Source: an optimization exercise on an open RTL-to-GDS flow (aim: small area and a short achievable clock period). Production flows keep margins and buffers that such runs may drop.
Function was checked by simulation only, so behaviour that the tests miss may differ from the original.

[design.v]
`timescale 1ns / 1ps
module max_norm_3_axes #(
        parameter int DATA_LEN  = 16,
        parameter int DATA_MSB  = 12
    )(
        input   logic [DATA_LEN-1:0]    i_data_x,
        input   logic [DATA_LEN-1:0]    i_data_y,
        input   logic [DATA_LEN-1:0]    i_data_z,
        output  logic [DATA_MSB-1:0]    o_data_max_norm
    );
    logic signed [DATA_LEN-1:0] sx, sy, sz;
    assign sx = signed'(i_data_x);
    assign sy = signed'(i_data_y);
    assign sz = signed'(i_data_z);
    logic [DATA_MSB-1:0] abs_x, abs_y, abs_z;
    assign abs_x = sx[DATA_LEN-1] ? DATA_MSB'(-sx[DATA_MSB-1:0]) : sx[DATA_MSB-1:0];
    assign abs_y = sy[DATA_LEN-1] ? DATA_MSB'(-sy[DATA_MSB-1:0]) : sy[DATA_MSB-1:0];
    assign abs_z = sz[DATA_LEN-1] ? DATA_MSB'(-sz[DATA_MSB-1:0]) : sz[DATA_MSB-1:0];
    logic [DATA_MSB-1:0] max_norm;
    always_comb begin
        max_norm = abs_x;
        if (abs_y > max_norm) max_norm = abs_y;
        if (abs_z > max_norm) max_norm = abs_z;
    end
    assign o_data_max_norm = max_norm;
endmodule
`timescale 1ns / 1ps
module crash_detection #(
        parameter int HISTORY_LEN = 16  
    )(
        input   logic           clk,
        input   logic           arst_n,
        input   logic           i_state_rst,
        input   logic           i_sensors_valid,
        input   logic [15:0]    i_gps,
        input   logic [15:0]    i_accel_z,
        input   logic [15:0]    i_accel_y,
        input   logic [15:0]    i_accel_x,
        input   logic [15:0]    i_gyro_z,
        input   logic [15:0]    i_gyro_y,
        input   logic [15:0]    i_gyro_x,
        input   logic [15:0]    i_delta,
        input   logic [31:0]    ireg_speed_threshold,
        input   logic [31:0]    ireg_non_fatal_accel_threshold,
        input   logic [31:0]    ireg_fatal_accel_threshold,
        input   logic [31:0]    ireg_angle_threshold,
        input   logic [31:0]    ireg_angle_in_motion_threshold,
        input   logic [31:0]    ireg_angular_speed_threshold,
        output  logic [1:0]     o_state,
        output  logic           o_non_fatal_intr,
        output  logic           o_fatal_intr
    );
    logic [11:0] accel_max_norm;
    logic [15:0] next_accel;
    max_norm_3_axes #(
        .DATA_LEN(16),
        .DATA_MSB(12)
    ) u_accel_max_norm (
        .i_data_x(i_accel_x),
        .i_data_y(i_accel_y),
        .i_data_z(i_accel_z),
        .o_data_max_norm(accel_max_norm)
    );
    assign next_accel = {4'b0, accel_max_norm};
    logic [15:0] gyro_max_norm;
    logic [15:0] next_gyro;
    max_norm_3_axes #(
        .DATA_LEN(16),
        .DATA_MSB(16)
    ) u_gyro_max_norm (
        .i_data_x(i_gyro_x),
        .i_data_y(i_gyro_y),
        .i_data_z(i_gyro_z),
        .o_data_max_norm(gyro_max_norm)
    );
    assign next_gyro = gyro_max_norm;
    logic [HISTORY_LEN:0][15:0] shift_gps;
    logic [HISTORY_LEN-1:0][15:0] shift_delta, shift_accel, shift_gyro;
    always_ff @(posedge clk or negedge arst_n) begin
        if (~arst_n) begin
            shift_gps       <= '0;
            shift_accel     <= '0;
            shift_gyro      <= '0;
            shift_delta     <= '0;
        end else if (i_state_rst) begin
            shift_gps       <= '0;
            shift_accel     <= '0;
            shift_gyro      <= '0;
            shift_delta     <= '0;
        end else if (i_sensors_valid) begin
            shift_gps       <= {shift_gps[HISTORY_LEN-1:0],i_gps};
            shift_accel     <= {shift_accel[HISTORY_LEN-1-1:0],next_accel};
            shift_gyro      <= {shift_gyro[HISTORY_LEN-1-1:0],next_gyro};
            shift_delta     <= {shift_delta[HISTORY_LEN-1-1:0],i_delta};
        end  
    end
    logic [HISTORY_LEN-1+3:0] accel_running_sum, gyro_running_sum, delta_running_sum;
    always_comb begin
        accel_running_sum = '0;
        gyro_running_sum = '0;
        delta_running_sum = '0;
        for (int i =0; i <= HISTORY_LEN-1; i++) begin
            accel_running_sum = accel_running_sum + shift_accel[i];
            gyro_running_sum = gyro_running_sum + shift_gyro[i];
            delta_running_sum = delta_running_sum + shift_delta[i];
        end
    end
    logic [HISTORY_LEN-1:0] avg_accel, avg_gyro;
    assign avg_accel = accel_running_sum >> $clog2(HISTORY_LEN);
    assign avg_gyro = gyro_running_sum >> $clog2(HISTORY_LEN);
    logic [15:0][HISTORY_LEN-1:0] inst_speeds;
    logic [HISTORY_LEN-1+3:0] speed_running_sum;
    logic [HISTORY_LEN-1:0] avg_speed;
    always_comb begin
        for (int i = 0; i < HISTORY_LEN; i++) begin
            if (shift_delta[i] > 0) begin
                inst_speeds[i] = (shift_gps[i] - shift_gps[i+1]) / shift_delta[i];
            end else begin
                inst_speeds[i] = '0;
            end
        end
    end
    always_comb begin
        speed_running_sum = '0;
        for (int i =0; i <= HISTORY_LEN-1; i++) begin
            speed_running_sum = speed_running_sum + inst_speeds[i];
        end
    end
    assign avg_speed = speed_running_sum >> $clog2(HISTORY_LEN);
    typedef enum logic [1:0] {
        SAFE                = 2'b00,
        NON_FATAL           = 2'b01,
        FATAL               = 2'b10
    } crash_state_t;
    crash_state_t state, state_next;
    always_ff @(posedge clk or negedge arst_n) begin
        if (~arst_n) begin
            state       <= SAFE;
        end else if (i_state_rst) begin
            state       <= SAFE;
        end else begin
            state       <= state_next;
        end
    end
    always_comb begin
        state_next = state;
        case(state)
            SAFE: begin
                state_next = SAFE;
                if ((avg_speed >= ireg_speed_threshold) && (
                    (avg_accel > ireg_fatal_accel_threshold) ||
                    (avg_gyro > ireg_angle_threshold)
                )) begin
                    state_next = FATAL;
                end else if ((avg_speed < ireg_speed_threshold) && (
                    (avg_accel > ireg_non_fatal_accel_threshold) ||
                    (avg_gyro > ireg_angle_threshold)
                )) begin
                    state_next = NON_FATAL;
                end
            end
            NON_FATAL: begin
                state_next = NON_FATAL;
                if (i_state_rst) state_next = SAFE;
            end
            FATAL: begin
                state_next = FATAL;
                if (i_state_rst) state_next = SAFE;
            end
            default: state_next = SAFE;
        endcase
    end
    assign o_state = state;
    assign o_non_fatal_intr = (state == NON_FATAL);
    assign o_fatal_intr = (state == FATAL);
endmodule
[run.sh]
#!/bin/bash
# synth_recipe.tcl (not shown) runs the flow's synth.tcl, then flattens the netlist and writes it again
# the make line also repeats each setting of config.mk as NAME=value (left out here)
make -C /OpenROAD-flow-scripts/flow DESIGN_CONFIG=/design/flow/config.mk WORK_HOME=/design/flow/orfs CLKGATE_MAP_FILE= SYNTH_SCRIPT=/design/flow/synth_recipe.tcl finish
[config.mk]
export PLATFORM = sky130hd
export DESIGN_NAME = crash_detection
export DESIGN_NICKNAME = crash_detection
export VERILOG_FILES = /design/flow/design.v
export SDC_FILE = /design/flow/constraint.sdc
export NUM_CORES = 4
export LEC_CHECK = 0
export CAP_MARGIN = 20
export CORE_MARGIN = 2
export CORE_UTILIZATION = 45
export PLACE_DENSITY = 0.6
export SLEW_MARGIN = 20
[constraint.sdc]
create_clock -name core_clock -period 50.0 [get_ports {clk}]
set_input_delay 10.0000 -clock core_clock [delete_from_list [all_inputs] [get_ports {clk}]]
set_output_delay 10.0000 -clock core_clock [all_outputs]
set_load 0.01 [all_outputs]
==> notes.md <==
## cell usage after synthesis, drive strengths merged (176+ instances only)
library cell  number
a31oi            255
fa               617
inv             1694
mux2             501
nand3            393
nor2b            250
a21o             686
mux2i           1083
nor2            2759
or3              242
o21ai           1084
o211ai           176
nand2           1574
nand2b           239
xor2             509
clkbuf           484
o31ai            214
or2              179
nor3             844
xnor2            683
o21a             813
a211oi           177
ha              2636
a21oi           1269
dfrtp            978
## metrics by stage
stage / cells / util [%]
floorplan: 22410 / -
global placement: 27540 / 47.32
detailed placement: 27540 / 47.32
CTS: 27770 / 48.40
global route: 27770 / 48.42
finish: 27770 / 48.42
## metal layers
metal  GRT usage [%]  share of wire (%)  vias up
li1                -                  -    81130
met1           35.82                 46    77850
met2           44.18                 46     3417
met3           2.206                4.4      623
met4           7.647                3.2        4
met5               0             0.0050        -
## sequential cells by signal (all words and copies together), names as in the netlist
register and flops:
shift_gyro 256, shift_accel 192, state 2, shift_delta 256, shift_gps 272
## tightest hold or removal path, delay by kind of cell, from the launching register on
| kind | cells | cell delay (ns) |
|---|---|---|
| and+or+nand+nor | 1 | 0.07 |
| DFF | 1 | 0.34 |
| muxes | 1 | 0.07 |
## worst min path at each step
stage | cells after the start | start | endpoint | slack (ns)
6_report | 2 | shift_gyro[255]$_DFFE_PN0P_ | shift_gyro[255]$_DFFE_PN0P_ | 0.51
5_1_grt | 2 | shift_gps[265]$_DFFE_PN0P_ | shift_gps[265]$_DFFE_PN0P_ | 0.54
4_1_cts | 1 | state[0]$_DFF_PN0_ | state[1]$_DFF_PN0_ | 0.52
3_5_place_dp | 1 | state[0]$_DFF_PN0_ | state[1]$_DFF_PN0_ | 0.50
3_3_place_gp | 1 | state[0]$_DFF_PN0_ | state[1]$_DFF_PN0_ | 0.49
2_1_floorplan | 2 | shift_gyro[240]$_DFFE_PN0P_ | shift_gyro[240]$_DFFE_PN0P_ | 0.48
## final cells by class
type,count,share of cell area (%)
multi-input cells,19160,76.02
flip-flops and latches,978,12.79
well taps,5242,3.429
inverters,1698,3.332
repair buffers,463,2.196
clock buffers,174,1.841
clock inverters,54,0.3866
diodes,1,0.001308
## cells by family (layout without fill, tap and decap cells)
| kind of cell | after synthesis | after routing | synth area share [%] |
|---|---|---|---|
| adders and majority gates | 3253 | 3253 | 25.44 |
| DFF | 978 | 978 | 13.73 |
| muxes | 1584 | 1584 | 9.249 |
| AOI/OAI and AO/OA | 5820 | 5820 | 21.89 |
| buffers and inverters | 2270 | 2389 | 4.795 |
| and+or+nand+nor | 7313 | 7313 | 19.03 |
| other | 0 | 1 | 0 |
| xor gates and xnor gates | 1192 | 1192 | 5.858 |
==> results.cfg <==
[timing]
fin_crit_ns = 44.34
setup_viol = 0
timing.final.ws_setup_ns = 5.661
drv_slew = 0
final-hold-violation-count = 0
grt_setup_unrepaired = no
timing.fmax_mhz = 22.55
whs_ns = 0.5146
skew_ns = 0.06314
setup_tns_ns = 0
tightest_slew_ns = 1.133
slew_headroom_pct = 23.74
fin_crit_sh_pct = 88.68

[run_status]
status = no timing/DRC/antenna violations

[logic_synthesis]
ys_ff_latch = 978
synth_cells = 22410
ys_warn_count = 3
ys_types = 98
ys_seq_area_share_pct = 13.73
ys_top_cells_by_area = ha_1 (19%), dfrtp_1 (14%), fa_1 (6.9%)
synth.net_count = 25990
synth_largest_area_cell = ha_1
netlist.area_leader.share_pct = 18.51
synthFlopType = dfrtp_1
syn-cell-area_um2 = 178200
syn_area_per_cell_um2 = 7.952
synth-edff-count = 0
synth-async-reset-ratio_pct = 100.0

[worst_setup_path]
path_common_cell = ha_1
regToRegStartpoint = shift_gps[33]$_DFFE_PN0P_
start_kind = flip-flop
max_stage_delay_ns = 0.83
path_class = reg -> reg
reg2reg_to = state[0]$_DFF_PN0_
cp_num_buf_inv = 7
cp_top_family = compound AO/OA/AOI/OAI gates
crit_slowest_cell = a221o_1
cp_max_fo = 24
endpoint_kind = flip-flop
crit_required_ns = 50.78
cp-endpoint = state[0]$_DFF_PN0_
cp.depth = 161
regToRegSetupSlack_ns = 5.66
cp-startpoint = shift_gps[33]$_DFFE_PN0P_
reg2reg_depth = 161
cp.arrival_ns = 45.12

[routing]
detail_route.drc_violations = 0
ant_nets = 0
vias = 163000
wl_per_cell_um = 19.53
wirelength_um = 542400
drt_pass1_iterations = 6
vias_per_cell = 5.870
drt-initial-drc-count = 11390

[grt]
gr-total-overflow = 0
antenna_found_initial = 5
grt_pass1_vias = 154500
grt_max_degree = 196
globalRouteTotalUtil_pct = 26.29
grt_pass1_wl_um = 855400

[clock_tree]
cts_root_buf = clkbuf_16
ctsLongestPathBuffers = 4
clock_sinks = 978
clk_pin_slew_ns = 0.06
cts_tree = done
cts_hold_buffers = 0
cts_buffers = 125
insertion_delay_ns = 0.95
htreeDepth = 3
cts_setup_buffers = 0
cts-resized-gates = 0

[layout]
drive_gt1_share_pct = 5.770
final_common_cell = nor2_1
fillers = 39030
final-seq-area_um2 = 24470
layout_common_cells = nor2_1 (2757), ha_1 (2636), inv_1 (1694), nand2_1 (1574), a21oi_1 (1264)
fin_area_um2 = 191300
final_nets = 26010
multi_input_area_um2 = 145400
syn2layout_area_growth_pct = 7.346

[floorplanning]
fp.coreArea_um2 = 395100
die_w_um = 633.3
io_pins = 328
dieHeight_um = 633.3
start_util_pct = 45.10
dieArea_um2 = 401100
row_count = 231

[place]
place_ws_ns = 6.470
io_buffers = 254
dp_hpwl_um = 438100
dpl_cell_area_um2 = 187000
place.gp.congestion = 0.9494

[hold_path]
hold_path_class = reg -> reg

[flow_run]
maxCapViolCount = 0

[separate check: timing with driven ports]
The results above use ideal ports. As a check the final layout listed here was re-extracted and re-timed, cells and wires unchanged.
Step 1: set_driving_cell puts a clkbuf_16 on clk and a buf_2 on each other input, an assumption about the parent block.
Step 2 also shifts input and output timing later by t, the mid clock arrival at the registers, as if the neighbouring blocks saw the same clock.
Slacks: no drivers / after step 1 / after step 2; pairs: no drivers / after step 1.
t (ns): 1.009
setup slack, ns: 5.661 / 5.661 / 5.661
worst hold slack (ns): 0.515 / 0.515 / 0.515
worst setup path after step 2: register to register
latest minus earliest clock arrival (ns): 0.112 / 0.112
After both steps setup and hold are still met in this run. For this run, drivers alone change the setup slack by 0.000 ns; drivers and shift together by 0.000 ns.
